From an optimization exercise on the open Yosys and OpenROAD flow, aimed at small area; shortcuts taken in it are not production practice. RTL that was checked went through simulation tests only; none was proved equivalent to the original. For run 2, only the layout was checked, not whether the RTL still works. Power is estimated from default activity; no workload was simulated.

==> flow/design.v (outline; a module is shown in full before it is edited, if it fits) <==
// module chen_unsigned_div: 2536 lines
module chen_unsigned_div (clk, rst_n, divide_en, dividend, divisor,
                          divide_error, divide_done, quotient, remainde);
  // ...
==> flow/run.sh <==
#!/bin/bash
# synth_recipe.tcl (not shown) runs the flow's synth.tcl, then flattens the netlist and writes it again
# the make line also repeats each setting of config.mk as NAME=value (left out here)
make -C /OpenROAD-flow-scripts/flow DESIGN_CONFIG=/design/flow/config.mk WORK_HOME=/design/flow/orfs CLKGATE_MAP_FILE= SYNTH_SCRIPT=/design/flow/synth_recipe.tcl finish
==> flow/config.mk <==
export PLATFORM = sky130hd
export DESIGN_NAME = chen_unsigned_div
export DESIGN_NICKNAME = chen_unsigned_div
export VERILOG_FILES = /design/flow/design.v
export SDC_FILE = /design/flow/constraint.sdc
export NUM_CORES = 4
export LEC_CHECK = 0
export ABC_AREA = 1
export CAP_MARGIN = 20
export CORE_MARGIN = 2
export CORE_UTILIZATION = 50
export CTS_CLUSTER_DIAMETER = 80
export CTS_CLUSTER_SIZE = 25
export SLEW_MARGIN = 20
==> flow/constraint.sdc <==
create_clock -name core_clock -period 5.0 [get_ports {clk}]
set_input_delay 1.0000 -clock core_clock [delete_from_list [all_inputs] [get_ports {clk}]]
set_output_delay 1.0000 -clock core_clock [all_outputs]
set_load 0.01 [all_outputs]
==> summary.txt, run 1 <==
Run status
  • Outcome: no timing/DRC/antenna violations

Clock tree
  • H-tree depth: 2
  • Post-CTS setup buffer count: 0
  • Worst skew pair latency: 0.69 ns
  • Reg clk slew, reported paths: ~0.090 ns
  • Post-CTS resize count: 0

Synthesis
  • Mux contribution to synthesized area: 0
  • Seq/Total Area, Yosys: 0.381
  • Gate count after technology mapping: 7933
  • Synth cell types: 70
  • Compound-cell area share of the yosys netlist: 0.0827

Placed design
  • Placer Congestion: 0.894
  • Placed Area: 56000 µm²

Timing
  • Clock Skews: 0.0216 ns
  • Slew headroom: 0.508
  • Fmax: approximately 220 MHz
  • Period utilization: 0.912
  • Fin. max-slew vios: 0

Detailed routing
  • Final WL: 123000 µm
  • Avg WL per Cell: 12.8 µm
  • Remaining antenna violation count: 0

Critical path
  • Critical path's top delay family: simple AND/OR/NAND/NOR gates
  • Buf/Inv on CP: 3

Layout
  • Non-clock buffer share of cell area: 0.0550
  • Non-Filler Instances: 9672

GRT
  • GR Util met1: 0.263
  • Initial antenna violation count: 1
==> run 2, diff against run 1 <==
--- a/flow/design.v
+++ b/flow/design.v
@@ -34,61 +34,61 @@
   wire p2_1_1 = p2_0[1] & p2_0[0];
   wire g2_2_2 = g2_0[2] | (p2_0[2] & g2_1_1);
   wire p2_2_2 = p2_0[2] & p2_1_1;
   wire [3:0] b2 = {g2_2_2, g2_1_1, g2_0[0], 1'b0};
   wire [3:0] s2 = {b2[3], divisor[2:0] ^ b2[2:0]};
   wire q2 = ~s2[3] & ~|divisor[31:3];
   wire [2:0] r3 = t2 ^ ({3{q2}} & s2[2:0]);
   wire [31:0] x3 = {x2[30:0], q2};
-  wire [3:0] t3 = {r3, x3[31]};
-  wire [3:0] g3_0 = ~t3 & divisor[3:0];
-  wire [3:0] p3_0 = ~t3 | divisor[3:0];
+  reg        v_0;
+  reg [31:0] d_0;
+  reg [31:0] x_0;
+  reg [2:0] r_0;
+  always @(posedge clk) begin
+    v_0 <= rst_n & divide_en;
+    d_0 <= divisor;
+    x_0 <= x3;
+    r_0 <= r3;
+  end
+  wire [3:0] t3 = {r_0, x_0[31]};
+  wire [3:0] g3_0 = ~t3 & d_0[3:0];
+  wire [3:0] p3_0 = ~t3 | d_0[3:0];
   wire g3_1_1 = g3_0[1] | (p3_0[1] & g3_0[0]);
   wire p3_1_1 = p3_0[1] & p3_0[0];
   wire g3_1_3 = g3_0[3] | (p3_0[3] & g3_0[2]);
   wire p3_1_3 = p3_0[3] & p3_0[2];
   wire g3_2_2 = g3_0[2] | (p3_0[2] & g3_1_1);
   wire p3_2_2 = p3_0[2] & p3_1_1;
   wire g3_2_3 = g3_1_3 | (p3_1_3 & g3_1_1);
   wire p3_2_3 = p3_1_3 & p3_1_1;
   wire [4:0] b3 = {g3_2_3, g3_2_2, g3_1_1, g3_0[0], 1'b0};
-  wire [4:0] s3 = {b3[4], divisor[3:0] ^ b3[3:0]};
-  wire q3 = ~s3[4] & ~|divisor[31:4];
+  wire [4:0] s3 = {b3[4], d_0[3:0] ^ b3[3:0]};
+  wire q3 = ~s3[4] & ~|d_0[31:4];
   wire [3:0] r4 = t3 ^ ({4{q3}} & s3[3:0]);
-  wire [31:0] x4 = {x3[30:0], q3};
+  wire [31:0] x4 = {x_0[30:0], q3};
   wire [4:0] t4 = {r4, x4[31]};
-  wire [4:0] g4_0 = ~t4 & divisor[4:0];
-  wire [4:0] p4_0 = ~t4 | divisor[4:0];
+  wire [4:0] g4_0 = ~t4 & d_0[4:0];
+  wire [4:0] p4_0 = ~t4 | d_0[4:0];
   wire g4_1_1 = g4_0[1] | (p4_0[1] & g4_0[0]);
   wire p4_1_1 = p4_0[1] & p4_0[0];
   wire g4_1_3 = g4_0[3] | (p4_0[3] & g4_0[2]);
   wire p4_1_3 = p4_0[3] & p4_0[2];
   wire g4_2_2 = g4_0[2] | (p4_0[2] & g4_1_1);
   wire p4_2_2 = p4_0[2] & p4_1_1;
   wire g4_2_3 = g4_1_3 | (p4_1_3 & g4_1_1);
   wire p4_2_3 = p4_1_3 & p4_1_1;
   wire g4_3_4 = g4_0[4] | (p4_0[4] & g4_2_3);
   wire p4_3_4 = p4_0[4] & p4_2_3;
   wire [5:0] b4 = {g4_3_4, g4_2_3, g4_2_2, g4_1_1, g4_0[0], 1'b0};
-  wire [5:0] s4 = {b4[5], divisor[4:0] ^ b4[4:0]};
-  wire q4 = ~s4[5] & ~|divisor[31:5];
+  wire [5:0] s4 = {b4[5], d_0[4:0] ^ b4[4:0]};
+  wire q4 = ~s4[5] & ~|d_0[31:5];
   wire [4:0] r5 = t4 ^ ({5{q4}} & s4[4:0]);
   wire [31:0] x5 = {x4[30:0], q4};
-  reg        v_0;
-  reg [31:0] d_0;
-  reg [31:0] x_0;
-  reg [4:0] r_0;
-  always @(posedge clk) begin
-    v_0 <= rst_n & divide_en;
-    d_0 <= divisor;
-    x_0 <= x5;
-    r_0 <= r5;
-  end
-  wire [5:0] t5 = {r_0, x_0[31]};
+  wire [5:0] t5 = {r5, x5[31]};
   wire [5:0] g5_0 = ~t5 & d_0[5:0];
   wire [5:0] p5_0 = ~t5 | d_0[5:0];
   wire g5_1_1 = g5_0[1] | (p5_0[1] & g5_0[0]);
   wire p5_1_1 = p5_0[1] & p5_0[0];
   wire g5_1_3 = g5_0[3] | (p5_0[3] & g5_0[2]);
   wire p5_1_3 = p5_0[3] & p5_0[2];
   wire g5_1_5 = g5_0[5] | (p5_0[5] & g5_0[4]);
   wire p5_1_5 = p5_0[5] & p5_0[4];
@@ -99,17 +99,17 @@
   wire g5_3_4 = g5_0[4] | (p5_0[4] & g5_2_3);
   wire p5_3_4 = p5_0[4] & p5_2_3;
   wire g5_3_5 = g5_1_5 | (p5_1_5 & g5_2_3);
   wire p5_3_5 = p5_1_5 & p5_2_3;
   wire [6:0] b5 = {g5_3_5, g5_3_4, g5_2_3, g5_2_2, g5_1_1, g5_0[0], 1'b0};
   wire [6:0] s5 = {b5[6], d_0[5:0] ^ b5[5:0]};
   wire q5 = ~s5[6] & ~|d_0[31:6];
   wire [5:0] r6 = t5 ^ ({6{q5}} & s5[5:0]);
-  wire [31:0] x6 = {x_0[30:0], q5};
+  wire [31:0] x6 = {x5[30:0], q5};
   wire [6:0] t6 = {r6, x6[31]};
   wire [6:0] g6_0 = ~t6 & d_0[6:0];
   wire [6:0] p6_0 = ~t6 | d_0[6:0];
   wire g6_1_1 = g6_0[1] | (p6_0[1] & g6_0[0]);
   wire p6_1_1 = p6_0[1] & p6_0[0];
   wire g6_1_3 = g6_0[3] | (p6_0[3] & g6_0[2]);
   wire p6_1_3 = p6_0[3] & p6_0[2];
   wire g6_1_5 = g6_0[5] | (p6_0[5] & g6_0[4]);
@@ -282,29 +282,19 @@
   wire p10_4_9 = p10_1_9 & p10_3_7;
   wire g10_4_10 = g10_2_10 | (p10_2_10 & g10_3_7);
   wire p10_4_10 = p10_2_10 & p10_3_7;
   wire [11:0] b10 = {g10_4_10, g10_4_9, g10_4_8, g10_3_7, g10_3_6, g10_3_5, g10_3_4, g10_2_3, g10_2_2, g10_1_1, g10_0[0], 1'b0};
   wire [11:0] s10 = {b10[11], d_1[10:0] ^ b10[10:0]};
   wire q10 = ~s10[11] & ~|d_1[31:11];
   wire [10:0] r11 = t10 ^ ({11{q10}} & s10[10:0]);
   wire [31:0] x11 = {x10[30:0], q10};
-  reg        v_2;
-  reg [31:0] d_2;
-  reg [31:0] x_2;
-  reg [10:0] r_2;
-  always @(posedge clk) begin
-    v_2 <= rst_n & v_1;
-    d_2 <= d_1;
-    x_2 <= x11;
-    r_2 <= r11;
-  end
-  wire [11:0] t11 = {r_2, x_2[31]};
-  wire [11:0] g11_0 = ~t11 & d_2[11:0];
-  wire [11:0] p11_0 = ~t11 | d_2[11:0];
+  wire [11:0] t11 = {r11, x11[31]};
+  wire [11:0] g11_0 = ~t11 & d_1[11:0];
+  wire [11:0] p11_0 = ~t11 | d_1[11:0];
   wire g11_1_1 = g11_0[1] | (p11_0[1] & g11_0[0]);
   wire p11_1_1 = p11_0[1] & p11_0[0];
   wire g11_1_3 = g11_0[3] | (p11_0[3] & g11_0[2]);
   wire p11_1_3 = p11_0[3] & p11_0[2];
   wire g11_1_5 = g11_0[5] | (p11_0[5] & g11_0[4]);
   wire p11_1_5 = p11_0[5] & p11_0[4];
   wire g11_1_7 = g11_0[7] | (p11_0[7] & g11_0[6]);
   wire p11_1_7 = p11_0[7] & p11_0[6];
@@ -336,21 +326,31 @@
   wire p11_4_8 = p11_0[8] & p11_3_7;
   wire g11_4_9 = g11_1_9 | (p11_1_9 & g11_3_7);
   wire p11_4_9 = p11_1_9 & p11_3_7;
   wire g11_4_10 = g11_2_10 | (p11_2_10 & g11_3_7);
   wire p11_4_10 = p11_2_10 & p11_3_7;
   wire g11_4_11 = g11_2_11 | (p11_2_11 & g11_3_7);
   wire p11_4_11 = p11_2_11 & p11_3_7;
   wire [12:0] b11 = {g11_4_11, g11_4_10, g11_4_9, g11_4_8, g11_3_7, g11_3_6, g11_3_5, g11_3_4, g11_2_3, g11_2_2, g11_1_1, g11_0[0], 1'b0};
-  wire [12:0] s11 = {b11[12], d_2[11:0] ^ b11[11:0]};
-  wire q11 = ~s11[12] & ~|d_2[31:12];
+  wire [12:0] s11 = {b11[12], d_1[11:0] ^ b11[11:0]};
+  wire q11 = ~s11[12] & ~|d_1[31:12];
   wire [11:0] r12 = t11 ^ ({12{q11}} & s11[11:0]);
-  wire [31:0] x12 = {x_2[30:0], q11};
-  wire [12:0] t12 = {r12, x12[31]};
+  wire [31:0] x12 = {x11[30:0], q11};
+  reg        v_2;
+  reg [31:0] d_2;
+  reg [31:0] x_2;
+  reg [11:0] r_2;
+  always @(posedge clk) begin
+    v_2 <= rst_n & v_1;
+    d_2 <= d_1;
+    x_2 <= x12;
+    r_2 <= r12;
+  end
+  wire [12:0] t12 = {r_2, x_2[31]};
   wire [12:0] g12_0 = ~t12 & d_2[12:0];
   wire [12:0] p12_0 = ~t12 | d_2[12:0];
   wire g12_1_1 = g12_0[1] | (p12_0[1] & g12_0[0]);
   wire p12_1_1 = p12_0[1] & p12_0[0];
   wire g12_1_3 = g12_0[3] | (p12_0[3] & g12_0[2]);
   wire p12_1_3 = p12_0[3] & p12_0[2];
   wire g12_1_5 = g12_0[5] | (p12_0[5] & g12_0[4]);
   wire p12_1_5 = p12_0[5] & p12_0[4];
@@ -391,17 +391,17 @@
   wire g12_4_11 = g12_2_11 | (p12_2_11 & g12_3_7);
   wire p12_4_11 = p12_2_11 & p12_3_7;
   wire g12_4_12 = g12_3_12 | (p12_3_12 & g12_3_7);
   wire p12_4_12 = p12_3_12 & p12_3_7;
   wire [13:0] b12 = {g12_4_12, g12_4_11, g12_4_10, g12_4_9, g12_4_8, g12_3_7, g12_3_6, g12_3_5, g12_3_4, g12_2_3, g12_2_2, g12_1_1, g12_0[0], 1'b0};
   wire [13:0] s12 = {b12[13], d_2[12:0] ^ b12[12:0]};
   wire q12 = ~s12[13] & ~|d_2[31:13];
   wire [12:0] r13 = t12 ^ ({13{q12}} & s12[12:0]);
-  wire [31:0] x13 = {x12[30:0], q12};
+  wire [31:0] x13 = {x_2[30:0], q12};
   wire [13:0] t13 = {r13, x13[31]};
   wire [13:0] g13_0 = ~t13 & d_2[13:0];
   wire [13:0] p13_0 = ~t13 | d_2[13:0];
   wire g13_1_1 = g13_0[1] | (p13_0[1] & g13_0[0]);
   wire p13_1_1 = p13_0[1] & p13_0[0];
   wire g13_1_3 = g13_0[3] | (p13_0[3] & g13_0[2]);
   wire p13_1_3 = p13_0[3] & p13_0[2];
   wire g13_1_5 = g13_0[5] | (p13_0[5] & g13_0[4]);
@@ -450,29 +450,19 @@
   wire p13_4_12 = p13_3_12 & p13_3_7;
   wire g13_4_13 = g13_3_13 | (p13_3_13 & g13_3_7);
   wire p13_4_13 = p13_3_13 & p13_3_7;
   wire [14:0] b13 = {g13_4_13, g13_4_12, g13_4_11, g13_4_10, g13_4_9, g13_4_8, g13_3_7, g13_3_6, g13_3_5, g13_3_4, g13_2_3, g13_2_2, g13_1_1, g13_0[0], 1'b0};
   wire [14:0] s13 = {b13[14], d_2[13:0] ^ b13[13:0]};
   wire q13 = ~s13[14] & ~|d_2[31:14];
   wire [13:0] r14 = t13 ^ ({14{q13}} & s13[13:0]);
   wire [31:0] x14 = {x13[30:0], q13};
-  reg        v_3;
-  reg [31:0] d_3;
-  reg [31:0] x_3;
-  reg [13:0] r_3;
-  always @(posedge clk) begin
-    v_3 <= rst_n & v_2;
-    d_3 <= d_2;
-    x_3 <= x14;
-    r_3 <= r14;
-  end
-  wire [14:0] t14 = {r_3, x_3[31]};
-  wire [14:0] g14_0 = ~t14 & d_3[14:0];
-  wire [14:0] p14_0 = ~t14 | d_3[14:0];
+  wire [14:0] t14 = {r14, x14[31]};
+  wire [14:0] g14_0 = ~t14 & d_2[14:0];
+  wire [14:0] p14_0 = ~t14 | d_2[14:0];
   wire g14_1_1 = g14_0[1] | (p14_0[1] & g14_0[0]);
   wire p14_1_1 = p14_0[1] & p14_0[0];
   wire g14_1_3 = g14_0[3] | (p14_0[3] & g14_0[2]);
   wire p14_1_3 = p14_0[3] & p14_0[2];
   wire g14_1_5 = g14_0[5] | (p14_0[5] & g14_0[4]);
   wire p14_1_5 = p14_0[5] & p14_0[4];
   wire g14_1_7 = g14_0[7] | (p14_0[7] & g14_0[6]);
   wire p14_1_7 = p14_0[7] & p14_0[6];
@@ -520,23 +510,23 @@
   wire p14_4_11 = p14_2_11 & p14_3_7;
   wire g14_4_12 = g14_3_12 | (p14_3_12 & g14_3_7);
   wire p14_4_12 = p14_3_12 & p14_3_7;
   wire g14_4_13 = g14_3_13 | (p14_3_13 & g14_3_7);
   wire p14_4_13 = p14_3_13 & p14_3_7;
   wire g14_4_14 = g14_3_14 | (p14_3_14 & g14_3_7);
   wire p14_4_14 = p14_3_14 & p14_3_7;
   wire [15:0] b14 = {g14_4_14, g14_4_13, g14_4_12, g14_4_11, g14_4_10, g14_4_9, g14_4_8, g14_3_7, g14_3_6, g14_3_5, g14_3_4, g14_2_3, g14_2_2, g14_1_1, g14_0[0], 1'b0};
-  wire [15:0] s14 = {b14[15], d_3[14:0] ^ b14[14:0]};
-  wire q14 = ~s14[15] & ~|d_3[31:15];
+  wire [15:0] s14 = {b14[15], d_2[14:0] ^ b14[14:0]};
+  wire q14 = ~s14[15] & ~|d_2[31:15];
   wire [14:0] r15 = t14 ^ ({15{q14}} & s14[14:0]);
-  wire [31:0] x15 = {x_3[30:0], q14};
+  wire [31:0] x15 = {x14[30:0], q14};
   wire [15:0] t15 = {r15, x15[31]};
-  wire [15:0] g15_0 = ~t15 & d_3[15:0];
-  wire [15:0] p15_0 = ~t15 | d_3[15:0];
+  wire [15:0] g15_0 = ~t15 & d_2[15:0];
+  wire [15:0] p15_0 = ~t15 | d_2[15:0];
   wire g15_1_1 = g15_0[1] | (p15_0[1] & g15_0[0]);
   wire p15_1_1 = p15_0[1] & p15_0[0];
   wire g15_1_3 = g15_0[3] | (p15_0[3] & g15_0[2]);
   wire p15_1_3 = p15_0[3] & p15_0[2];
   wire g15_1_5 = g15_0[5] | (p15_0[5] & g15_0[4]);
   wire p15_1_5 = p15_0[5] & p15_0[4];
   wire g15_1_7 = g15_0[7] | (p15_0[7] & g15_0[6]);
   wire p15_1_7 = p15_0[7] & p15_0[6];
@@ -592,21 +582,31 @@
   wire p15_4_12 = p15_3_12 & p15_3_7;
   wire g15_4_13 = g15_3_13 | (p15_3_13 & g15_3_7);
   wire p15_4_13 = p15_3_13 & p15_3_7;
   wire g15_4_14 = g15_3_14 | (p15_3_14 & g15_3_7);
   wire p15_4_14 = p15_3_14 & p15_3_7;
   wire g15_4_15 = g15_3_15 | (p15_3_15 & g15_3_7);
   wire p15_4_15 = p15_3_15 & p15_3_7;
   wire [16:0] b15 = {g15_4_15, g15_4_14, g15_4_13, g15_4_12, g15_4_11, g15_4_10, g15_4_9, g15_4_8, g15_3_7, g15_3_6, g15_3_5, g15_3_4, g15_2_3, g15_2_2, g15_1_1, g15_0[0], 1'b0};
-  wire [16:0] s15 = {b15[16], d_3[15:0] ^ b15[15:0]};
-  wire q15 = ~s15[16] & ~|d_3[31:16];
+  wire [16:0] s15 = {b15[16], d_2[15:0] ^ b15[15:0]};
+  wire q15 = ~s15[16] & ~|d_2[31:16];
   wire [15:0] r16 = t15 ^ ({16{q15}} & s15[15:0]);
   wire [31:0] x16 = {x15[30:0], q15};
-  wire [16:0] t16 = {r16, x16[31]};
+  reg        v_3;
+  reg [31:0] d_3;
+  reg [31:0] x_3;
+  reg [15:0] r_3;
+  always @(posedge clk) begin
+    v_3 <= rst_n & v_2;
+    d_3 <= d_2;
+    x_3 <= x16;
+    r_3 <= r16;
+  end
+  wire [16:0] t16 = {r_3, x_3[31]};
   wire [16:0] g16_0 = ~t16 & d_3[16:0];
   wire [16:0] p16_0 = ~t16 | d_3[16:0];
   wire g16_1_1 = g16_0[1] | (p16_0[1] & g16_0[0]);
   wire p16_1_1 = p16_0[1] & p16_0[0];
   wire g16_1_3 = g16_0[3] | (p16_0[3] & g16_0[2]);
   wire p16_1_3 = p16_0[3] & p16_0[2];
   wire g16_1_5 = g16_0[5] | (p16_0[5] & g16_0[4]);
   wire p16_1_5 = p16_0[5] & p16_0[4];
@@ -669,30 +669,20 @@
   wire g16_4_15 = g16_3_15 | (p16_3_15 & g16_3_7);
   wire p16_4_15 = p16_3_15 & p16_3_7;
   wire g16_5_16 = g16_0[16] | (p16_0[16] & g16_4_15);
   wire p16_5_16 = p16_0[16] & p16_4_15;
   wire [17:0] b16 = {g16_5_16, g16_4_15, g16_4_14, g16_4_13, g16_4_12, g16_4_11, g16_4_10, g16_4_9, g16_4_8, g16_3_7, g16_3_6, g16_3_5, g16_3_4, g16_2_3, g16_2_2, g16_1_1, g16_0[0], 1'b0};
   wire [17:0] s16 = {b16[17], d_3[16:0] ^ b16[16:0]};
   wire q16 = ~s16[17] & ~|d_3[31:17];
   wire [16:0] r17 = t16 ^ ({17{q16}} & s16[16:0]);
-  wire [31:0] x17 = {x16[30:0], q16};
-  reg        v_4;
-  reg [31:0] d_4;
-  reg [31:0] x_4;
-  reg [16:0] r_4;
-  always @(posedge clk) begin
-    v_4 <= rst_n & v_3;
-    d_4 <= d_3;
-    x_4 <= x17;
-    r_4 <= r17;
-  end
-  wire [17:0] t17 = {r_4, x_4[31]};
-  wire [17:0] g17_0 = ~t17 & d_4[17:0];
-  wire [17:0] p17_0 = ~t17 | d_4[17:0];
+  wire [31:0] x17 = {x_3[30:0], q16};
+  wire [17:0] t17 = {r17, x17[31]};
+  wire [17:0] g17_0 = ~t17 & d_3[17:0];
+  wire [17:0] p17_0 = ~t17 | d_3[17:0];
   wire g17_1_1 = g17_0[1] | (p17_0[1] & g17_0[0]);
   wire p17_1_1 = p17_0[1] & p17_0[0];
   wire g17_1_3 = g17_0[3] | (p17_0[3] & g17_0[2]);
   wire p17_1_3 = p17_0[3] & p17_0[2];
   wire g17_1_5 = g17_0[5] | (p17_0[5] & g17_0[4]);
   wire p17_1_5 = p17_0[5] & p17_0[4];
   wire g17_1_7 = g17_0[7] | (p17_0[7] & g17_0[6]);
   wire p17_1_7 = p17_0[7] & p17_0[6];
@@ -754,23 +744,23 @@
   wire p17_4_14 = p17_3_14 & p17_3_7;
   wire g17_4_15 = g17_3_15 | (p17_3_15 & g17_3_7);
   wire p17_4_15 = p17_3_15 & p17_3_7;
   wire g17_5_16 = g17_0[16] | (p17_0[16] & g17_4_15);
   wire p17_5_16 = p17_0[16] & p17_4_15;
   wire g17_5_17 = g17_1_17 | (p17_1_17 & g17_4_15);
   wire p17_5_17 = p17_1_17 & p17_4_15;
   wire [18:0] b17 = {g17_5_17, g17_5_16, g17_4_15, g17_4_14, g17_4_13, g17_4_12, g17_4_11, g17_4_10, g17_4_9, g17_4_8, g17_3_7, g17_3_6, g17_3_5, g17_3_4, g17_2_3, g17_2_2, g17_1_1, g17_0[0], 1'b0};
-  wire [18:0] s17 = {b17[18], d_4[17:0] ^ b17[17:0]};
-  wire q17 = ~s17[18] & ~|d_4[31:18];
+  wire [18:0] s17 = {b17[18], d_3[17:0] ^ b17[17:0]};
+  wire q17 = ~s17[18] & ~|d_3[31:18];
   wire [17:0] r18 = t17 ^ ({18{q17}} & s17[17:0]);
-  wire [31:0] x18 = {x_4[30:0], q17};
+  wire [31:0] x18 = {x17[30:0], q17};
   wire [18:0] t18 = {r18, x18[31]};
-  wire [18:0] g18_0 = ~t18 & d_4[18:0];
-  wire [18:0] p18_0 = ~t18 | d_4[18:0];
+  wire [18:0] g18_0 = ~t18 & d_3[18:0];
+  wire [18:0] p18_0 = ~t18 | d_3[18:0];
   wire g18_1_1 = g18_0[1] | (p18_0[1] & g18_0[0]);
   wire p18_1_1 = p18_0[1] & p18_0[0];
   wire g18_1_3 = g18_0[3] | (p18_0[3] & g18_0[2]);
   wire p18_1_3 = p18_0[3] & p18_0[2];
   wire g18_1_5 = g18_0[5] | (p18_0[5] & g18_0[4]);
   wire p18_1_5 = p18_0[5] & p18_0[4];
   wire g18_1_7 = g18_0[7] | (p18_0[7] & g18_0[6]);
   wire p18_1_7 = p18_0[7] & p18_0[6];
@@ -836,21 +826,31 @@
   wire p18_4_15 = p18_3_15 & p18_3_7;
   wire g18_5_16 = g18_0[16] | (p18_0[16] & g18_4_15);
   wire p18_5_16 = p18_0[16] & p18_4_15;
   wire g18_5_17 = g18_1_17 | (p18_1_17 & g18_4_15);
   wire p18_5_17 = p18_1_17 & p18_4_15;
   wire g18_5_18 = g18_2_18 | (p18_2_18 & g18_4_15);
   wire p18_5_18 = p18_2_18 & p18_4_15;
   wire [19:0] b18 = {g18_5_18, g18_5_17, g18_5_16, g18_4_15, g18_4_14, g18_4_13, g18_4_12, g18_4_11, g18_4_10, g18_4_9, g18_4_8, g18_3_7, g18_3_6, g18_3_5, g18_3_4, g18_2_3, g18_2_2, g18_1_1, g18_0[0], 1'b0};
-  wire [19:0] s18 = {b18[19], d_4[18:0] ^ b18[18:0]};
-  wire q18 = ~s18[19] & ~|d_4[31:19];
+  wire [19:0] s18 = {b18[19], d_3[18:0] ^ b18[18:0]};
+  wire q18 = ~s18[19] & ~|d_3[31:19];
   wire [18:0] r19 = t18 ^ ({19{q18}} & s18[18:0]);
   wire [31:0] x19 = {x18[30:0], q18};
-  wire [19:0] t19 = {r19, x19[31]};
+  reg        v_4;
+  reg [31:0] d_4;
+  reg [31:0] x_4;
+  reg [18:0] r_4;
+  always @(posedge clk) begin
+    v_4 <= rst_n & v_3;
+    d_4 <= d_3;
+    x_4 <= x19;
+    r_4 <= r19;
+  end
+  wire [19:0] t19 = {r_4, x_4[31]};
   wire [19:0] g19_0 = ~t19 & d_4[19:0];
   wire [19:0] p19_0 = ~t19 | d_4[19:0];
   wire g19_1_1 = g19_0[1] | (p19_0[1] & g19_0[0]);
   wire p19_1_1 = p19_0[1] & p19_0[0];
   wire g19_1_3 = g19_0[3] | (p19_0[3] & g19_0[2]);
   wire p19_1_3 = p19_0[3] & p19_0[2];
   wire g19_1_5 = g19_0[5] | (p19_0[5] & g19_0[4]);
   wire p19_1_5 = p19_0[5] & p19_0[4];
@@ -927,30 +927,20 @@
   wire g19_5_18 = g19_2_18 | (p19_2_18 & g19_4_15);
   wire p19_5_18 = p19_2_18 & p19_4_15;
   wire g19_5_19 = g19_2_19 | (p19_2_19 & g19_4_15);
   wire p19_5_19 = p19_2_19 & p19_4_15;
   wire [20:0] b19 = {g19_5_19, g19_5_18, g19_5_17, g19_5_16, g19_4_15, g19_4_14, g19_4_13, g19_4_12, g19_4_11, g19_4_10, g19_4_9, g19_4_8, g19_3_7, g19_3_6, g19_3_5, g19_3_4, g19_2_3, g19_2_2, g19_1_1, g19_0[0], 1'b0};
   wire [20:0] s19 = {b19[20], d_4[19:0] ^ b19[19:0]};
   wire q19 = ~s19[20] & ~|d_4[31:20];
   wire [19:0] r20 = t19 ^ ({20{q19}} & s19[19:0]);
-  wire [31:0] x20 = {x19[30:0], q19};
-  reg        v_5;
-  reg [31:0] d_5;
-  reg [31:0] x_5;
-  reg [19:0] r_5;
-  always @(posedge clk) begin
-    v_5 <= rst_n & v_4;
-    d_5 <= d_4;
-    x_5 <= x20;
-    r_5 <= r20;
-  end
-  wire [20:0] t20 = {r_5, x_5[31]};
-  wire [20:0] g20_0 = ~t20 & d_5[20:0];
-  wire [20:0] p20_0 = ~t20 | d_5[20:0];
+  wire [31:0] x20 = {x_4[30:0], q19};
+  wire [20:0] t20 = {r20, x20[31]};
+  wire [20:0] g20_0 = ~t20 & d_4[20:0];
+  wire [20:0] p20_0 = ~t20 | d_4[20:0];
   wire g20_1_1 = g20_0[1] | (p20_0[1] & g20_0[0]);
   wire p20_1_1 = p20_0[1] & p20_0[0];
   wire g20_1_3 = g20_0[3] | (p20_0[3] & g20_0[2]);
   wire p20_1_3 = p20_0[3] & p20_0[2];
   wire g20_1_5 = g20_0[5] | (p20_0[5] & g20_0[4]);
   wire p20_1_5 = p20_0[5] & p20_0[4];
   wire g20_1_7 = g20_0[7] | (p20_0[7] & g20_0[6]);
   wire p20_1_7 = p20_0[7] & p20_0[6];
@@ -1026,23 +1016,23 @@
   wire p20_5_17 = p20_1_17 & p20_4_15;
   wire g20_5_18 = g20_2_18 | (p20_2_18 & g20_4_15);
   wire p20_5_18 = p20_2_18 & p20_4_15;
   wire g20_5_19 = g20_2_19 | (p20_2_19 & g20_4_15);
   wire p20_5_19 = p20_2_19 & p20_4_15;
   wire g20_5_20 = g20_3_20 | (p20_3_20 & g20_4_15);
   wire p20_5_20 = p20_3_20 & p20_4_15;
   wire [21:0] b20 = {g20_5_20, g20_5_19, g20_5_18, g20_5_17, g20_5_16, g20_4_15, g20_4_14, g20_4_13, g20_4_12, g20_4_11, g20_4_10, g20_4_9, g20_4_8, g20_3_7, g20_3_6, g20_3_5, g20_3_4, g20_2_3, g20_2_2, g20_1_1, g20_0[0], 1'b0};
-  wire [21:0] s20 = {b20[21], d_5[20:0] ^ b20[20:0]};
-  wire q20 = ~s20[21] & ~|d_5[31:21];
+  wire [21:0] s20 = {b20[21], d_4[20:0] ^ b20[20:0]};
+  wire q20 = ~s20[21] & ~|d_4[31:21];
   wire [20:0] r21 = t20 ^ ({21{q20}} & s20[20:0]);
-  wire [31:0] x21 = {x_5[30:0], q20};
+  wire [31:0] x21 = {x20[30:0], q20};
   wire [21:0] t21 = {r21, x21[31]};
-  wire [21:0] g21_0 = ~t21 & d_5[21:0];
-  wire [21:0] p21_0 = ~t21 | d_5[21:0];
+  wire [21:0] g21_0 = ~t21 & d_4[21:0];
+  wire [21:0] p21_0 = ~t21 | d_4[21:0];
   wire g21_1_1 = g21_0[1] | (p21_0[1] & g21_0[0]);
   wire p21_1_1 = p21_0[1] & p21_0[0];
   wire g21_1_3 = g21_0[3] | (p21_0[3] & g21_0[2]);
   wire p21_1_3 = p21_0[3] & p21_0[2];
   wire g21_1_5 = g21_0[5] | (p21_0[5] & g21_0[4]);
   wire p21_1_5 = p21_0[5] & p21_0[4];
   wire g21_1_7 = g21_0[7] | (p21_0[7] & g21_0[6]);
   wire p21_1_7 = p21_0[7] & p21_0[6];
@@ -1124,33 +1114,33 @@
   wire p21_5_18 = p21_2_18 & p21_4_15;
   wire g21_5_19 = g21_2_19 | (p21_2_19 & g21_4_15);
   wire p21_5_19 = p21_2_19 & p21_4_15;
   wire g21_5_20 = g21_3_20 | (p21_3_20 & g21_4_15);
   wire p21_5_20 = p21_3_20 & p21_4_15;
   wire g21_5_21 = g21_3_21 | (p21_3_21 & g21_4_15);
   wire p21_5_21 = p21_3_21 & p21_4_15;
   wire [22:0] b21 = {g21_5_21, g21_5_20, g21_5_19, g21_5_18, g21_5_17, g21_5_16, g21_4_15, g21_4_14, g21_4_13, g21_4_12, g21_4_11, g21_4_10, g21_4_9, g21_4_8, g21_3_7, g21_3_6, g21_3_5, g21_3_4, g21_2_3, g21_2_2, g21_1_1, g21_0[0], 1'b0};
-  wire [22:0] s21 = {b21[22], d_5[21:0] ^ b21[21:0]};
-  wire q21 = ~s21[22] & ~|d_5[31:22];
+  wire [22:0] s21 = {b21[22], d_4[21:0] ^ b21[21:0]};
+  wire q21 = ~s21[22] & ~|d_4[31:22];
   wire [21:0] r22 = t21 ^ ({22{q21}} & s21[21:0]);
   wire [31:0] x22 = {x21[30:0], q21};
-  reg        v_6;
-  reg [31:0] d_6;
-  reg [31:0] x_6;
-  reg [21:0] r_6;
+  reg        v_5;
+  reg [31:0] d_5;
+  reg [31:0] x_5;
+  reg [21:0] r_5;
   always @(posedge clk) begin
-    v_6 <= rst_n & v_5;
-    d_6 <= d_5;
-    x_6 <= x22;
-    r_6 <= r22;
+    v_5 <= rst_n & v_4;
+    d_5 <= d_4;
+    x_5 <= x22;
+    r_5 <= r22;
   end
-  wire [22:0] t22 = {r_6, x_6[31]};
-  wire [22:0] g22_0 = ~t22 & d_6[22:0];
-  wire [22:0] p22_0 = ~t22 | d_6[22:0];
+  wire [22:0] t22 = {r_5, x_5[31]};
+  wire [22:0] g22_0 = ~t22 & d_5[22:0];
+  wire [22:0] p22_0 = ~t22 | d_5[22:0];
   wire g22_1_1 = g22_0[1] | (p22_0[1] & g22_0[0]);
   wire p22_1_1 = p22_0[1] & p22_0[0];
   wire g22_1_3 = g22_0[3] | (p22_0[3] & g22_0[2]);
   wire p22_1_3 = p22_0[3] & p22_0[2];
   wire g22_1_5 = g22_0[5] | (p22_0[5] & g22_0[4]);
   wire p22_1_5 = p22_0[5] & p22_0[4];
   wire g22_1_7 = g22_0[7] | (p22_0[7] & g22_0[6]);
   wire p22_1_7 = p22_0[7] & p22_0[6];
@@ -1238,23 +1228,23 @@
   wire p22_5_19 = p22_2_19 & p22_4_15;
   wire g22_5_20 = g22_3_20 | (p22_3_20 & g22_4_15);
   wire p22_5_20 = p22_3_20 & p22_4_15;
   wire g22_5_21 = g22_3_21 | (p22_3_21 & g22_4_15);
   wire p22_5_21 = p22_3_21 & p22_4_15;
   wire g22_5_22 = g22_3_22 | (p22_3_22 & g22_4_15);
   wire p22_5_22 = p22_3_22 & p22_4_15;
   wire [23:0] b22 = {g22_5_22, g22_5_21, g22_5_20, g22_5_19, g22_5_18, g22_5_17, g22_5_16, g22_4_15, g22_4_14, g22_4_13, g22_4_12, g22_4_11, g22_4_10, g22_4_9, g22_4_8, g22_3_7, g22_3_6, g22_3_5, g22_3_4, g22_2_3, g22_2_2, g22_1_1, g22_0[0], 1'b0};
-  wire [23:0] s22 = {b22[23], d_6[22:0] ^ b22[22:0]};
-  wire q22 = ~s22[23] & ~|d_6[31:23];
+  wire [23:0] s22 = {b22[23], d_5[22:0] ^ b22[22:0]};
+  wire q22 = ~s22[23] & ~|d_5[31:23];
   wire [22:0] r23 = t22 ^ ({23{q22}} & s22[22:0]);
-  wire [31:0] x23 = {x_6[30:0], q22};
+  wire [31:0] x23 = {x_5[30:0], q22};
   wire [23:0] t23 = {r23, x23[31]};
-  wire [23:0] g23_0 = ~t23 & d_6[23:0];
-  wire [23:0] p23_0 = ~t23 | d_6[23:0];
+  wire [23:0] g23_0 = ~t23 & d_5[23:0];
+  wire [23:0] p23_0 = ~t23 | d_5[23:0];
   wire g23_1_1 = g23_0[1] | (p23_0[1] & g23_0[0]);
   wire p23_1_1 = p23_0[1] & p23_0[0];
   wire g23_1_3 = g23_0[3] | (p23_0[3] & g23_0[2]);
   wire p23_1_3 = p23_0[3] & p23_0[2];
   wire g23_1_5 = g23_0[5] | (p23_0[5] & g23_0[4]);
   wire p23_1_5 = p23_0[5] & p23_0[4];
   wire g23_1_7 = g23_0[7] | (p23_0[7] & g23_0[6]);
   wire p23_1_7 = p23_0[7] & p23_0[6];
@@ -1350,33 +1340,23 @@
   wire p23_5_20 = p23_3_20 & p23_4_15;
   wire g23_5_21 = g23_3_21 | (p23_3_21 & g23_4_15);
   wire p23_5_21 = p23_3_21 & p23_4_15;
   wire g23_5_22 = g23_3_22 | (p23_3_22 & g23_4_15);
   wire p23_5_22 = p23_3_22 & p23_4_15;
   wire g23_5_23 = g23_3_23 | (p23_3_23 & g23_4_15);
   wire p23_5_23 = p23_3_23 & p23_4_15;
   wire [24:0] b23 = {g23_5_23, g23_5_22, g23_5_21, g23_5_20, g23_5_19, g23_5_18, g23_5_17, g23_5_16, g23_4_15, g23_4_14, g23_4_13, g23_4_12, g23_4_11, g23_4_10, g23_4_9, g23_4_8, g23_3_7, g23_3_6, g23_3_5, g23_3_4, g23_2_3, g23_2_2, g23_1_1, g23_0[0], 1'b0};
-  wire [24:0] s23 = {b23[24], d_6[23:0] ^ b23[23:0]};
-  wire q23 = ~s23[24] & ~|d_6[31:24];
+  wire [24:0] s23 = {b23[24], d_5[23:0] ^ b23[23:0]};
+  wire q23 = ~s23[24] & ~|d_5[31:24];
   wire [23:0] r24 = t23 ^ ({24{q23}} & s23[23:0]);
   wire [31:0] x24 = {x23[30:0], q23};
-  reg        v_7;
-  reg [31:0] d_7;
-  reg [31:0] x_7;
-  reg [23:0] r_7;
-  always @(posedge clk) begin
-    v_7 <= rst_n & v_6;
-    d_7 <= d_6;
-    x_7 <= x24;
-    r_7 <= r24;
-  end
-  wire [24:0] t24 = {r_7, x_7[31]};
-  wire [24:0] g24_0 = ~t24 & d_7[24:0];
-  wire [24:0] p24_0 = ~t24 | d_7[24:0];
+  wire [24:0] t24 = {r24, x24[31]};
+  wire [24:0] g24_0 = ~t24 & d_5[24:0];
+  wire [24:0] p24_0 = ~t24 | d_5[24:0];
   wire g24_1_1 = g24_0[1] | (p24_0[1] & g24_0[0]);
   wire p24_1_1 = p24_0[1] & p24_0[0];
   wire g24_1_3 = g24_0[3] | (p24_0[3] & g24_0[2]);
   wire p24_1_3 = p24_0[3] & p24_0[2];
   wire g24_1_5 = g24_0[5] | (p24_0[5] & g24_0[4]);
   wire p24_1_5 = p24_0[5] & p24_0[4];
   wire g24_1_7 = g24_0[7] | (p24_0[7] & g24_0[6]);
   wire p24_1_7 = p24_0[7] & p24_0[6];
@@ -1476,23 +1456,33 @@
   wire p24_5_21 = p24_3_21 & p24_4_15;
   wire g24_5_22 = g24_3_22 | (p24_3_22 & g24_4_15);
   wire p24_5_22 = p24_3_22 & p24_4_15;
   wire g24_5_23 = g24_3_23 | (p24_3_23 & g24_4_15);
   wire p24_5_23 = p24_3_23 & p24_4_15;
   wire g24_5_24 = g24_4_24 | (p24_4_24 & g24_4_15);
   wire p24_5_24 = p24_4_24 & p24_4_15;
   wire [25:0] b24 = {g24_5_24, g24_5_23, g24_5_22, g24_5_21, g24_5_20, g24_5_19, g24_5_18, g24_5_17, g24_5_16, g24_4_15, g24_4_14, g24_4_13, g24_4_12, g24_4_11, g24_4_10, g24_4_9, g24_4_8, g24_3_7, g24_3_6, g24_3_5, g24_3_4, g24_2_3, g24_2_2, g24_1_1, g24_0[0], 1'b0};
-  wire [25:0] s24 = {b24[25], d_7[24:0] ^ b24[24:0]};
-  wire q24 = ~s24[25] & ~|d_7[31:25];
+  wire [25:0] s24 = {b24[25], d_5[24:0] ^ b24[24:0]};
+  wire q24 = ~s24[25] & ~|d_5[31:25];
   wire [24:0] r25 = t24 ^ ({25{q24}} & s24[24:0]);
-  wire [31:0] x25 = {x_7[30:0], q24};
-  wire [25:0] t25 = {r25, x25[31]};
-  wire [25:0] g25_0 = ~t25 & d_7[25:0];
-  wire [25:0] p25_0 = ~t25 | d_7[25:0];
+  wire [31:0] x25 = {x24[30:0], q24};
+  reg        v_6;
+  reg [31:0] d_6;
+  reg [31:0] x_6;
+  reg [24:0] r_6;
+  always @(posedge clk) begin
+    v_6 <= rst_n & v_5;
+    d_6 <= d_5;
+    x_6 <= x25;
+    r_6 <= r25;
+  end
+  wire [25:0] t25 = {r_6, x_6[31]};
+  wire [25:0] g25_0 = ~t25 & d_6[25:0];
+  wire [25:0] p25_0 = ~t25 | d_6[25:0];
   wire g25_1_1 = g25_0[1] | (p25_0[1] & g25_0[0]);
   wire p25_1_1 = p25_0[1] & p25_0[0];
   wire g25_1_3 = g25_0[3] | (p25_0[3] & g25_0[2]);
   wire p25_1_3 = p25_0[3] & p25_0[2];
   wire g25_1_5 = g25_0[5] | (p25_0[5] & g25_0[4]);
   wire p25_1_5 = p25_0[5] & p25_0[4];
   wire g25_1_7 = g25_0[7] | (p25_0[7] & g25_0[6]);
   wire p25_1_7 = p25_0[7] & p25_0[6];
@@ -1598,33 +1588,23 @@
   wire p25_5_22 = p25_3_22 & p25_4_15;
   wire g25_5_23 = g25_3_23 | (p25_3_23 & g25_4_15);
   wire p25_5_23 = p25_3_23 & p25_4_15;
   wire g25_5_24 = g25_4_24 | (p25_4_24 & g25_4_15);
   wire p25_5_24 = p25_4_24 & p25_4_15;
   wire g25_5_25 = g25_4_25 | (p25_4_25 & g25_4_15);
   wire p25_5_25 = p25_4_25 & p25_4_15;
   wire [26:0] b25 = {g25_5_25, g25_5_24, g25_5_23, g25_5_22, g25_5_21, g25_5_20, g25_5_19, g25_5_18, g25_5_17, g25_5_16, g25_4_15, g25_4_14, g25_4_13, g25_4_12, g25_4_11, g25_4_10, g25_4_9, g25_4_8, g25_3_7, g25_3_6, g25_3_5, g25_3_4, g25_2_3, g25_2_2, g25_1_1, g25_0[0], 1'b0};
-  wire [26:0] s25 = {b25[26], d_7[25:0] ^ b25[25:0]};
-  wire q25 = ~s25[26] & ~|d_7[31:26];
+  wire [26:0] s25 = {b25[26], d_6[25:0] ^ b25[25:0]};
+  wire q25 = ~s25[26] & ~|d_6[31:26];
   wire [25:0] r26 = t25 ^ ({26{q25}} & s25[25:0]);
-  wire [31:0] x26 = {x25[30:0], q25};
-  reg        v_8;
-  reg [31:0] d_8;
-  reg [31:0] x_8;
-  reg [25:0] r_8;
-  always @(posedge clk) begin
-    v_8 <= rst_n & v_7;
-    d_8 <= d_7;
-    x_8 <= x26;
-    r_8 <= r26;
-  end
-  wire [26:0] t26 = {r_8, x_8[31]};
-  wire [26:0] g26_0 = ~t26 & d_8[26:0];
-  wire [26:0] p26_0 = ~t26 | d_8[26:0];
+  wire [31:0] x26 = {x_6[30:0], q25};
+  wire [26:0] t26 = {r26, x26[31]};
+  wire [26:0] g26_0 = ~t26 & d_6[26:0];
+  wire [26:0] p26_0 = ~t26 | d_6[26:0];
   wire g26_1_1 = g26_0[1] | (p26_0[1] & g26_0[0]);
   wire p26_1_1 = p26_0[1] & p26_0[0];
   wire g26_1_3 = g26_0[3] | (p26_0[3] & g26_0[2]);
   wire p26_1_3 = p26_0[3] & p26_0[2];
   wire g26_1_5 = g26_0[5] | (p26_0[5] & g26_0[4]);
   wire p26_1_5 = p26_0[5] & p26_0[4];
   wire g26_1_7 = g26_0[7] | (p26_0[7] & g26_0[6]);
   wire p26_1_7 = p26_0[7] & p26_0[6];
@@ -1736,23 +1716,23 @@
   wire p26_5_23 = p26_3_23 & p26_4_15;
   wire g26_5_24 = g26_4_24 | (p26_4_24 & g26_4_15);
   wire p26_5_24 = p26_4_24 & p26_4_15;
   wire g26_5_25 = g26_4_25 | (p26_4_25 & g26_4_15);
   wire p26_5_25 = p26_4_25 & p26_4_15;
   wire g26_5_26 = g26_4_26 | (p26_4_26 & g26_4_15);
   wire p26_5_26 = p26_4_26 & p26_4_15;
   wire [27:0] b26 = {g26_5_26, g26_5_25, g26_5_24, g26_5_23, g26_5_22, g26_5_21, g26_5_20, g26_5_19, g26_5_18, g26_5_17, g26_5_16, g26_4_15, g26_4_14, g26_4_13, g26_4_12, g26_4_11, g26_4_10, g26_4_9, g26_4_8, g26_3_7, g26_3_6, g26_3_5, g26_3_4, g26_2_3, g26_2_2, g26_1_1, g26_0[0], 1'b0};
-  wire [27:0] s26 = {b26[27], d_8[26:0] ^ b26[26:0]};
-  wire q26 = ~s26[27] & ~|d_8[31:27];
+  wire [27:0] s26 = {b26[27], d_6[26:0] ^ b26[26:0]};
+  wire q26 = ~s26[27] & ~|d_6[31:27];
   wire [26:0] r27 = t26 ^ ({27{q26}} & s26[26:0]);
-  wire [31:0] x27 = {x_8[30:0], q26};
+  wire [31:0] x27 = {x26[30:0], q26};
   wire [27:0] t27 = {r27, x27[31]};
-  wire [27:0] g27_0 = ~t27 & d_8[27:0];
-  wire [27:0] p27_0 = ~t27 | d_8[27:0];
+  wire [27:0] g27_0 = ~t27 & d_6[27:0];
+  wire [27:0] p27_0 = ~t27 | d_6[27:0];
   wire g27_1_1 = g27_0[1] | (p27_0[1] & g27_0[0]);
   wire p27_1_1 = p27_0[1] & p27_0[0];
   wire g27_1_3 = g27_0[3] | (p27_0[3] & g27_0[2]);
   wire p27_1_3 = p27_0[3] & p27_0[2];
   wire g27_1_5 = g27_0[5] | (p27_0[5] & g27_0[4]);
   wire p27_1_5 = p27_0[5] & p27_0[4];
   wire g27_1_7 = g27_0[7] | (p27_0[7] & g27_0[6]);
   wire p27_1_7 = p27_0[7] & p27_0[6];
@@ -1872,33 +1852,33 @@
   wire p27_5_24 = p27_4_24 & p27_4_15;
   wire g27_5_25 = g27_4_25 | (p27_4_25 & g27_4_15);
   wire p27_5_25 = p27_4_25 & p27_4_15;
   wire g27_5_26 = g27_4_26 | (p27_4_26 & g27_4_15);
   wire p27_5_26 = p27_4_26 & p27_4_15;
   wire g27_5_27 = g27_4_27 | (p27_4_27 & g27_4_15);
   wire p27_5_27 = p27_4_27 & p27_4_15;
   wire [28:0] b27 = {g27_5_27, g27_5_26, g27_5_25, g27_5_24, g27_5_23, g27_5_22, g27_5_21, g27_5_20, g27_5_19, g27_5_18, g27_5_17, g27_5_16, g27_4_15, g27_4_14, g27_4_13, g27_4_12, g27_4_11, g27_4_10, g27_4_9, g27_4_8, g27_3_7, g27_3_6, g27_3_5, g27_3_4, g27_2_3, g27_2_2, g27_1_1, g27_0[0], 1'b0};
-  wire [28:0] s27 = {b27[28], d_8[27:0] ^ b27[27:0]};
-  wire q27 = ~s27[28] & ~|d_8[31:28];
+  wire [28:0] s27 = {b27[28], d_6[27:0] ^ b27[27:0]};
+  wire q27 = ~s27[28] & ~|d_6[31:28];
   wire [27:0] r28 = t27 ^ ({28{q27}} & s27[27:0]);
   wire [31:0] x28 = {x27[30:0], q27};
-  reg        v_9;
-  reg [31:0] d_9;
-  reg [31:0] x_9;
-  reg [27:0] r_9;
+  reg        v_7;
+  reg [31:0] d_7;
+  reg [31:0] x_7;
+  reg [27:0] r_7;
   always @(posedge clk) begin
-    v_9 <= rst_n & v_8;
-    d_9 <= d_8;
-    x_9 <= x28;
-    r_9 <= r28;
+    v_7 <= rst_n & v_6;
+    d_7 <= d_6;
+    x_7 <= x28;
+    r_7 <= r28;
   end
-  wire [28:0] t28 = {r_9, x_9[31]};
-  wire [28:0] g28_0 = ~t28 & d_9[28:0];
-  wire [28:0] p28_0 = ~t28 | d_9[28:0];
+  wire [28:0] t28 = {r_7, x_7[31]};
+  wire [28:0] g28_0 = ~t28 & d_7[28:0];
+  wire [28:0] p28_0 = ~t28 | d_7[28:0];
   wire g28_1_1 = g28_0[1] | (p28_0[1] & g28_0[0]);
   wire p28_1_1 = p28_0[1] & p28_0[0];
   wire g28_1_3 = g28_0[3] | (p28_0[3] & g28_0[2]);
   wire p28_1_3 = p28_0[3] & p28_0[2];
   wire g28_1_5 = g28_0[5] | (p28_0[5] & g28_0[4]);
   wire p28_1_5 = p28_0[5] & p28_0[4];
   wire g28_1_7 = g28_0[7] | (p28_0[7] & g28_0[6]);
   wire p28_1_7 = p28_0[7] & p28_0[6];
@@ -2024,23 +2004,23 @@
   wire p28_5_25 = p28_4_25 & p28_4_15;
   wire g28_5_26 = g28_4_26 | (p28_4_26 & g28_4_15);
   wire p28_5_26 = p28_4_26 & p28_4_15;
   wire g28_5_27 = g28_4_27 | (p28_4_27 & g28_4_15);
   wire p28_5_27 = p28_4_27 & p28_4_15;
   wire g28_5_28 = g28_4_28 | (p28_4_28 & g28_4_15);
   wire p28_5_28 = p28_4_28 & p28_4_15;
   wire [29:0] b28 = {g28_5_28, g28_5_27, g28_5_26, g28_5_25, g28_5_24, g28_5_23, g28_5_22, g28_5_21, g28_5_20, g28_5_19, g28_5_18, g28_5_17, g28_5_16, g28_4_15, g28_4_14, g28_4_13, g28_4_12, g28_4_11, g28_4_10, g28_4_9, g28_4_8, g28_3_7, g28_3_6, g28_3_5, g28_3_4, g28_2_3, g28_2_2, g28_1_1, g28_0[0], 1'b0};
-  wire [29:0] s28 = {b28[29], d_9[28:0] ^ b28[28:0]};
-  wire q28 = ~s28[29] & ~|d_9[31:29];
+  wire [29:0] s28 = {b28[29], d_7[28:0] ^ b28[28:0]};
+  wire q28 = ~s28[29] & ~|d_7[31:29];
   wire [28:0] r29 = t28 ^ ({29{q28}} & s28[28:0]);
-  wire [31:0] x29 = {x_9[30:0], q28};
+  wire [31:0] x29 = {x_7[30:0], q28};
   wire [29:0] t29 = {r29, x29[31]};
-  wire [29:0] g29_0 = ~t29 & d_9[29:0];
-  wire [29:0] p29_0 = ~t29 | d_9[29:0];
+  wire [29:0] g29_0 = ~t29 & d_7[29:0];
+  wire [29:0] p29_0 = ~t29 | d_7[29:0];
   wire g29_1_1 = g29_0[1] | (p29_0[1] & g29_0[0]);
   wire p29_1_1 = p29_0[1] & p29_0[0];
   wire g29_1_3 = g29_0[3] | (p29_0[3] & g29_0[2]);
   wire p29_1_3 = p29_0[3] & p29_0[2];
   wire g29_1_5 = g29_0[5] | (p29_0[5] & g29_0[4]);
   wire p29_1_5 = p29_0[5] & p29_0[4];
   wire g29_1_7 = g29_0[7] | (p29_0[7] & g29_0[6]);
   wire p29_1_7 = p29_0[7] & p29_0[6];
@@ -2174,33 +2154,23 @@
   wire p29_5_26 = p29_4_26 & p29_4_15;
   wire g29_5_27 = g29_4_27 | (p29_4_27 & g29_4_15);
   wire p29_5_27 = p29_4_27 & p29_4_15;
   wire g29_5_28 = g29_4_28 | (p29_4_28 & g29_4_15);
   wire p29_5_28 = p29_4_28 & p29_4_15;
   wire g29_5_29 = g29_4_29 | (p29_4_29 & g29_4_15);
   wire p29_5_29 = p29_4_29 & p29_4_15;
   wire [30:0] b29 = {g29_5_29, g29_5_28, g29_5_27, g29_5_26, g29_5_25, g29_5_24, g29_5_23, g29_5_22, g29_5_21, g29_5_20, g29_5_19, g29_5_18, g29_5_17, g29_5_16, g29_4_15, g29_4_14, g29_4_13, g29_4_12, g29_4_11, g29_4_10, g29_4_9, g29_4_8, g29_3_7, g29_3_6, g29_3_5, g29_3_4, g29_2_3, g29_2_2, g29_1_1, g29_0[0], 1'b0};
-  wire [30:0] s29 = {b29[30], d_9[29:0] ^ b29[29:0]};
-  wire q29 = ~s29[30] & ~|d_9[31:30];
+  wire [30:0] s29 = {b29[30], d_7[29:0] ^ b29[29:0]};
+  wire q29 = ~s29[30] & ~|d_7[31:30];
   wire [29:0] r30 = t29 ^ ({30{q29}} & s29[29:0]);
   wire [31:0] x30 = {x29[30:0], q29};
-  reg        v_10;
-  reg [31:0] d_10;
-  reg [31:0] x_10;
-  reg [29:0] r_10;
-  always @(posedge clk) begin
-    v_10 <= rst_n & v_9;
-    d_10 <= d_9;
-    x_10 <= x30;
-    r_10 <= r30;
-  end
-  wire [30:0] t30 = {r_10, x_10[31]};
-  wire [30:0] g30_0 = ~t30 & d_10[30:0];
-  wire [30:0] p30_0 = ~t30 | d_10[30:0];
+  wire [30:0] t30 = {r30, x30[31]};
+  wire [30:0] g30_0 = ~t30 & d_7[30:0];
+  wire [30:0] p30_0 = ~t30 | d_7[30:0];
   wire g30_1_1 = g30_0[1] | (p30_0[1] & g30_0[0]);
   wire p30_1_1 = p30_0[1] & p30_0[0];
   wire g30_1_3 = g30_0[3] | (p30_0[3] & g30_0[2]);
   wire p30_1_3 = p30_0[3] & p30_0[2];
   wire g30_1_5 = g30_0[5] | (p30_0[5] & g30_0[4]);
   wire p30_1_5 = p30_0[5] & p30_0[4];
   wire g30_1_7 = g30_0[7] | (p30_0[7] & g30_0[6]);
   wire p30_1_7 = p30_0[7] & p30_0[6];
@@ -2342,23 +2312,33 @@
   wire p30_5_27 = p30_4_27 & p30_4_15;
   wire g30_5_28 = g30_4_28 | (p30_4_28 & g30_4_15);
   wire p30_5_28 = p30_4_28 & p30_4_15;
   wire g30_5_29 = g30_4_29 | (p30_4_29 & g30_4_15);
   wire p30_5_29 = p30_4_29 & p30_4_15;
   wire g30_5_30 = g30_4_30 | (p30_4_30 & g30_4_15);
   wire p30_5_30 = p30_4_30 & p30_4_15;
   wire [31:0] b30 = {g30_5_30, g30_5_29, g30_5_28, g30_5_27, g30_5_26, g30_5_25, g30_5_24, g30_5_23, g30_5_22, g30_5_21, g30_5_20, g30_5_19, g30_5_18, g30_5_17, g30_5_16, g30_4_15, g30_4_14, g30_4_13, g30_4_12, g30_4_11, g30_4_10, g30_4_9, g30_4_8, g30_3_7, g30_3_6, g30_3_5, g30_3_4, g30_2_3, g30_2_2, g30_1_1, g30_0[0], 1'b0};
-  wire [31:0] s30 = {b30[31], d_10[30:0] ^ b30[30:0]};
-  wire q30 = ~s30[31] & ~|d_10[31:31];
+  wire [31:0] s30 = {b30[31], d_7[30:0] ^ b30[30:0]};
+  wire q30 = ~s30[31] & ~|d_7[31:31];
   wire [30:0] r31 = t30 ^ ({31{q30}} & s30[30:0]);
-  wire [31:0] x31 = {x_10[30:0], q30};
-  wire [31:0] t31 = {r31, x31[31]};
-  wire [31:0] g31_0 = ~t31 & d_10[31:0];
-  wire [31:0] p31_0 = ~t31 | d_10[31:0];
+  wire [31:0] x31 = {x30[30:0], q30};
+  reg        v_8;
+  reg [31:0] d_8;
+  reg [31:0] x_8;
+  reg [30:0] r_8;
+  always @(posedge clk) begin
+    v_8 <= rst_n & v_7;
+    d_8 <= d_7;
+    x_8 <= x31;
+    r_8 <= r31;
+  end
+  wire [31:0] t31 = {r_8, x_8[31]};
+  wire [31:0] g31_0 = ~t31 & d_8[31:0];
+  wire [31:0] p31_0 = ~t31 | d_8[31:0];
   wire g31_1_1 = g31_0[1] | (p31_0[1] & g31_0[0]);
   wire p31_1_1 = p31_0[1] & p31_0[0];
   wire g31_1_3 = g31_0[3] | (p31_0[3] & g31_0[2]);
   wire p31_1_3 = p31_0[3] & p31_0[2];
   wire g31_1_5 = g31_0[5] | (p31_0[5] & g31_0[4]);
   wire p31_1_5 = p31_0[5] & p31_0[4];
   wire g31_1_7 = g31_0[7] | (p31_0[7] & g31_0[6]);
   wire p31_1_7 = p31_0[7] & p31_0[6];
@@ -2510,27 +2490,17 @@
   wire p31_5_28 = p31_4_28 & p31_4_15;
   wire g31_5_29 = g31_4_29 | (p31_4_29 & g31_4_15);
   wire p31_5_29 = p31_4_29 & p31_4_15;
   wire g31_5_30 = g31_4_30 | (p31_4_30 & g31_4_15);
   wire p31_5_30 = p31_4_30 & p31_4_15;
   wire g31_5_31 = g31_4_31 | (p31_4_31 & g31_4_15);
   wire p31_5_31 = p31_4_31 & p31_4_15;
   wire [32:0] b31 = {g31_5_31, g31_5_30, g31_5_29, g31_5_28, g31_5_27, g31_5_26, g31_5_25, g31_5_24, g31_5_23, g31_5_22, g31_5_21, g31_5_20, g31_5_19, g31_5_18, g31_5_17, g31_5_16, g31_4_15, g31_4_14, g31_4_13, g31_4_12, g31_4_11, g31_4_10, g31_4_9, g31_4_8, g31_3_7, g31_3_6, g31_3_5, g31_3_4, g31_2_3, g31_2_2, g31_1_1, g31_0[0], 1'b0};
-  wire [32:0] s31 = {b31[32], d_10[31:0] ^ b31[31:0]};
+  wire [32:0] s31 = {b31[32], d_8[31:0] ^ b31[31:0]};
   wire q31 = ~s31[32];
   wire [31:0] r32 = t31 ^ ({32{q31}} & s31[31:0]);
-  wire [31:0] x32 = {x31[30:0], q31};
-  reg        v_11;
-  reg        e_11;
-  reg [31:0] x_11;
-  reg [31:0] r_11;
-  always @(posedge clk) begin
-    v_11 <= rst_n & v_10;
-    e_11 <= ~|d_10;
-    x_11 <= x32;
-    r_11 <= r32;
-  end
-  assign divide_done  = v_11;
-  assign divide_error = v_11 & e_11;
-  assign quotient     = x_11;
-  assign remainde     = r_11;
+  wire [31:0] x32 = {x_8[30:0], q31};
+  assign divide_done  = v_8;
+  assign divide_error = v_8 & ~|d_8;
+  assign quotient     = x32;
+  assign remainde     = r32;
 endmodule
==> flow/config.mk (replaced) <==
export PLATFORM = sky130hd
export DESIGN_NAME = chen_unsigned_div
export DESIGN_NICKNAME = chen_unsigned_div
export VERILOG_FILES = /design/flow/design.v
export SDC_FILE = /design/flow/constraint.sdc
export NUM_CORES = 4
export LEC_CHECK = 0
export ABC_AREA = 1
export CAP_MARGIN = 20
export CORE_MARGIN = 2
export CORE_UTILIZATION = 40
export SLEW_MARGIN = 20
==> run 2 against run 1 <==
Effect of this change: now fails the layout checks on setup timing; global-route usage is 0.96 points lower; utilization rose by 2.3 points; first-iteration DRC count rose by 1.5%; combinational power rose by 46%.
==> summary.txt, run 2 <==
GRT
  • First-pass GRT wire length: 230000 µm
  • Gr ovfl total: 0
  • Vias in the first global route: 50100
  • GRT Util Overall: 0.219
  • Largest net degree at the start of global routing: 42
  • Initial antenna violation count: 0 (-1)

Timing
  • Fin. max-slew vios: 0 (unchanged)
  • Actual transition at the worst max-transition pin: around 0.7 ns
  • Final setup margin: -0.960 ns
  • Final setup vio count: 56
  • Worst-case hold slack: 0.316 ns
  • Final Hold Viols: 0
  • Period utilization: 1.19 (+0.280)
  • Slew headroom: 0.525 (+0.0176)
  • Fmax: 168 MHz (-24%)
  • RSZ-0062 raised after global routing: true
  • Clock Skews: 0.0395 ns (+0.0179 ns)
  • Period minus WS final: 5.96 ns

Detailed routing
  • Max Used Layer: met4
  • Via density: 4.87
  • Via Count: between 50000 and 60000
  • Avg WL per Cell: 13.6 µm (+6.8%)
  • Met3 WL: 3610 µm
  • First drt pass iteration count: 6
  • Met2 wire length: 81400 µm
  • Drc violations: 0
  • Remaining antenna violation count: 0 (unchanged)
  • Detailed Route Iter0 Violations: 2478
  • WL met1: a little under 60000 µm
  • Final WL: 153000 µm (+24%)

Floorplan
  • Die area: 125000 µm²
  • # rows: around 130
  • Die Width: 353 µm
  • Initial cell density of the core: 0.401
  • I/O pins: between 100 and 150
  • Die Span Y: 353 µm
  • Core Region: 121000 µm²

Power and ir drop
  • Register share of total power: 0.338
  • Switch share: 0.334
  • Power Density: 270 nW/µm²
  • Sw Pwr: 6.43 mW
  • Static leakage: 36.6 nW
  • Clock share of power: 0.344
  • Tot Pwr: 19.2 mW
  • VDD IR max: 0.000286 V
  • Logic gate share of total power: 0.318
  • Internal power: 12.8 mW

Synthesis
  • Seq/Total Area, Yosys: 0.308 (-0.0728)
  • Mean Syn Cell Area: 6.09 µm²
  • Xor/xnor share of the synthesized area: 0.0446
  • Gate count after technology mapping: 7995 (+0.78%)
  • Post-synthesis simple-gate area fraction: 0.464
  • Post-synth top area cell: dfxtp_1
  • Synth top area cells: dfxtp_1 31%, nand2_1 22%, nand3_1 11%
  • Compound-cell area share of the yosys netlist: 0.0773 (-0.00543)
  • Register bit total from synthesis: 749
  • Synth cell types: 72 (+2.9%)
  • Yosys warns: 1
  • Largest family of logic cells by synthesized area: simple AND/OR/NAND/NOR gates
  • Mux contribution to synthesized area: 0 (unchanged)
  • Async set-reset flop share out of synthesis: 0
  • Mapped cell area: 48700 µm²
  • Count leader, synth: nand2_1
  • Adder-Cell Fraction of Synth Area: 0.000205
  • Syn_nets: 8062
  • Number of enable flip-flop cells after synthesis: 0
  • Synth top area share: 0.308
  • Synth Flop Type: dfxtp_1
  • Post-synth top cells: 2833 x nand2_1, 1060 x nand3_1, 1020 x inv_1, 749 x dfxtp_1, 648 x nor2_1

Critical path
  • Worst Path Max Fanout: 2
  • Buf/Inv on CP: 27 (+24)
  • CP dominant cell by count: buf_4
  • Crit Path Class: reg2out
  • Max incr delay on CP: 0.33 ns
  • Worst EP required: 4.00 ns
  • Worst path slowest cell: dfxtp_2
  • Worst Setup End Kind: output port
  • Critical path's top delay family: buffers and inverters
  • Startpoint types: register
  • Critical path arrival: around 5 ns

Layout
  • Layout cell share with drive strength beyond 1: 0.313
  • Most frequent cells in the layout: 2394 x nand2_1, 1226 x buf_4, 978 x inv_1, 851 x nand3_1, 711 x dfxtp_1
  • Layout area overhead: 46.2%
  • Post-layout nets: 9589
  • Ant diodes: 0
  • Commonest non-fill, non-tap cell in the layout: nand2_1

Clock tree
  • Worst skew pair latency: 0.71 ns (+0.02 ns)
  • Worst-case clock buffer depth: 3
  • Clock root cell: clkbuf_16
  • Num Clock Sinks: 749
  • CTS buffer count: 86
  • H-tree depth: 3 (+1)
  • Hold_buf cts: 0
  • Reg clk slew, reported paths: 0.06 ns (-0.03 ns)
  • CTS tree: done

Placed design
  • Final HPWL DP: 108000 µm
  • Placer Congestion: 0.894 (about the same)
  • # port buffers: roughly 130

Job
  • MaxCap Viol Count: 0

Run status
  • Outcome: complete, but fails checks
  • Violated Checks: setup timing

Hold path
  • Worst min path class: reg2reg
==> run 2: cell types whose count changed after synthesis, sizes merged, moves of 73 or more <==
cell / change
xor2: -73
nand3: +241
o21ai: -84
nor2: -81
dfxtp: -237
nand2: +293
==> run 2: layout make-up <==
cell class                      instances  area [µm²]
Fill cell                           11400       50200
Multi-Input combinational cell       6016       33400
Sequential cell                       749       15000
Timing Repair Buffer                 1540       13400
Inverter                             1126        4330
Clock buffer                          104        2320
Tap cell                             1625        2030
Clock inverter                         54         711
Timing Repair inverter                  3        22.5
==> run 2: layer usage <==
layer / vias up / track usage
met5: - / 0
met4: 0 / 0.104
met3: 421 / 0.0210
met2: 833 / 0.433
met1: 24900 / 0.228
li1: 28500 / -
==> run 2: cell families (layout without fill, tap and decap cells) <==
| family | count (synthesis) | count (layout) |
|---|---|---|
| buf+inv | 1241 | 2827 |
| flops | 749 | 749 |
| fa+ha+maj | 1 | 1 |
| compound gates | 616 | 616 |
| simple gates | 5141 | 5152 |
| xor+xnor | 247 | 247 |
==> run 2: what timing repair did <==
action                     CTS  global route
resized for setup          298          1340
setup buffers              129           205
setup endpoints to repair  139           203
cloned                      17            49
pin swaps                   41           576
==> run 2: worst reg2reg max path: cells and delay by family, from the launching register on <==
kind,cells,cell delay (ns)
AO/OA/AOI/OAI,1,0.28
XOR/XNOR,1,0.14
buffers and inverters,9,1.00
flip-flops,1,0.39
AND/OR/NAND/NOR,35,3.14
==> run 2: power groups by stage <==
stage / clock, mW / sequential, mW / combinational (mW)
2_1_floorplan: 0 / 6.57 / 3.13
3_3_place_gp: 0 / 6.62 / 4.79
3_5_place_dp: 0 / 6.63 / 4.90
4_1_cts: 6.79 / 6.50 / 5.26
5_1_grt: 7.02 / 6.55 / 6.78
6_report: 6.61 / 6.51 / 6.12
==> run 2: through the flow <==
step / instance area, µm² / setup TNS (ns) / utilization / instances / setup WS (ns)
6_report: 71200 / -23.42 / 0.587 / 11200 / -0.960
5_1_grt: 71200 / -54.82 / 0.587 / 11200 / -1.17
4_1_cts: 64200 / -22.23 / 0.529 / 11000 / -0.758
3_5_place_dp: 59400 / -41.36 / 0.489 / 10700 / -1.05
3_3_place_gp: 59400 / -33.46 / 0.489 / 10700 / -0.955
2_1_floorplan: 48700 / 0 / - / 7995 / 0.129
==> run 2: path summary, 6_finish.rpt <==
path / from / to / slack, ns / cells after the start
hold reg to reg: x_2[5]$_DFF_P_ / x_3[9]$_DFF_P_ / 0.32 / 0
hold / removal: x_2[5]$_DFF_P_ / x_3[9]$_DFF_P_ / 0.32 / 0
setup reg to reg: r_2[0]$_DFF_P_ / r_3[7]$_DFF_P_ / -0.09 / 46
setup / recovery: d_8[0]$_DFF_P_ / remainde[3] / -0.96 / 35

separate check: timing with driven ports:
Ports are ideal in the flow. The routed layouts listed here were re-timed in OpenROAD. Step 1 assumes that a clkbuf_16 drives the clock port and a buf_2 every other input. Step 2 times the ports against the registers' clock, not the clock port: input delays grow and output delays shrink by t, the midpoint of the rising clock arrivals with the driver on. Slacks: ideal ports / drivers / drivers and shift; pairs: ideal ports / drivers.
run	t, ns	setup slack, ns	cell pins on the clock port's net
run 1	0.746	0.442 / 0.442 / -0.192	1
run 2	0.756	-0.960 / -1.030 / -0.275	1
With both steps, setup timing fails in run 1, where it was met with ideal ports. The setup slack of run 1, which loses most, moves by 0.000 ns with the drivers and by -0.634 ns with both steps.
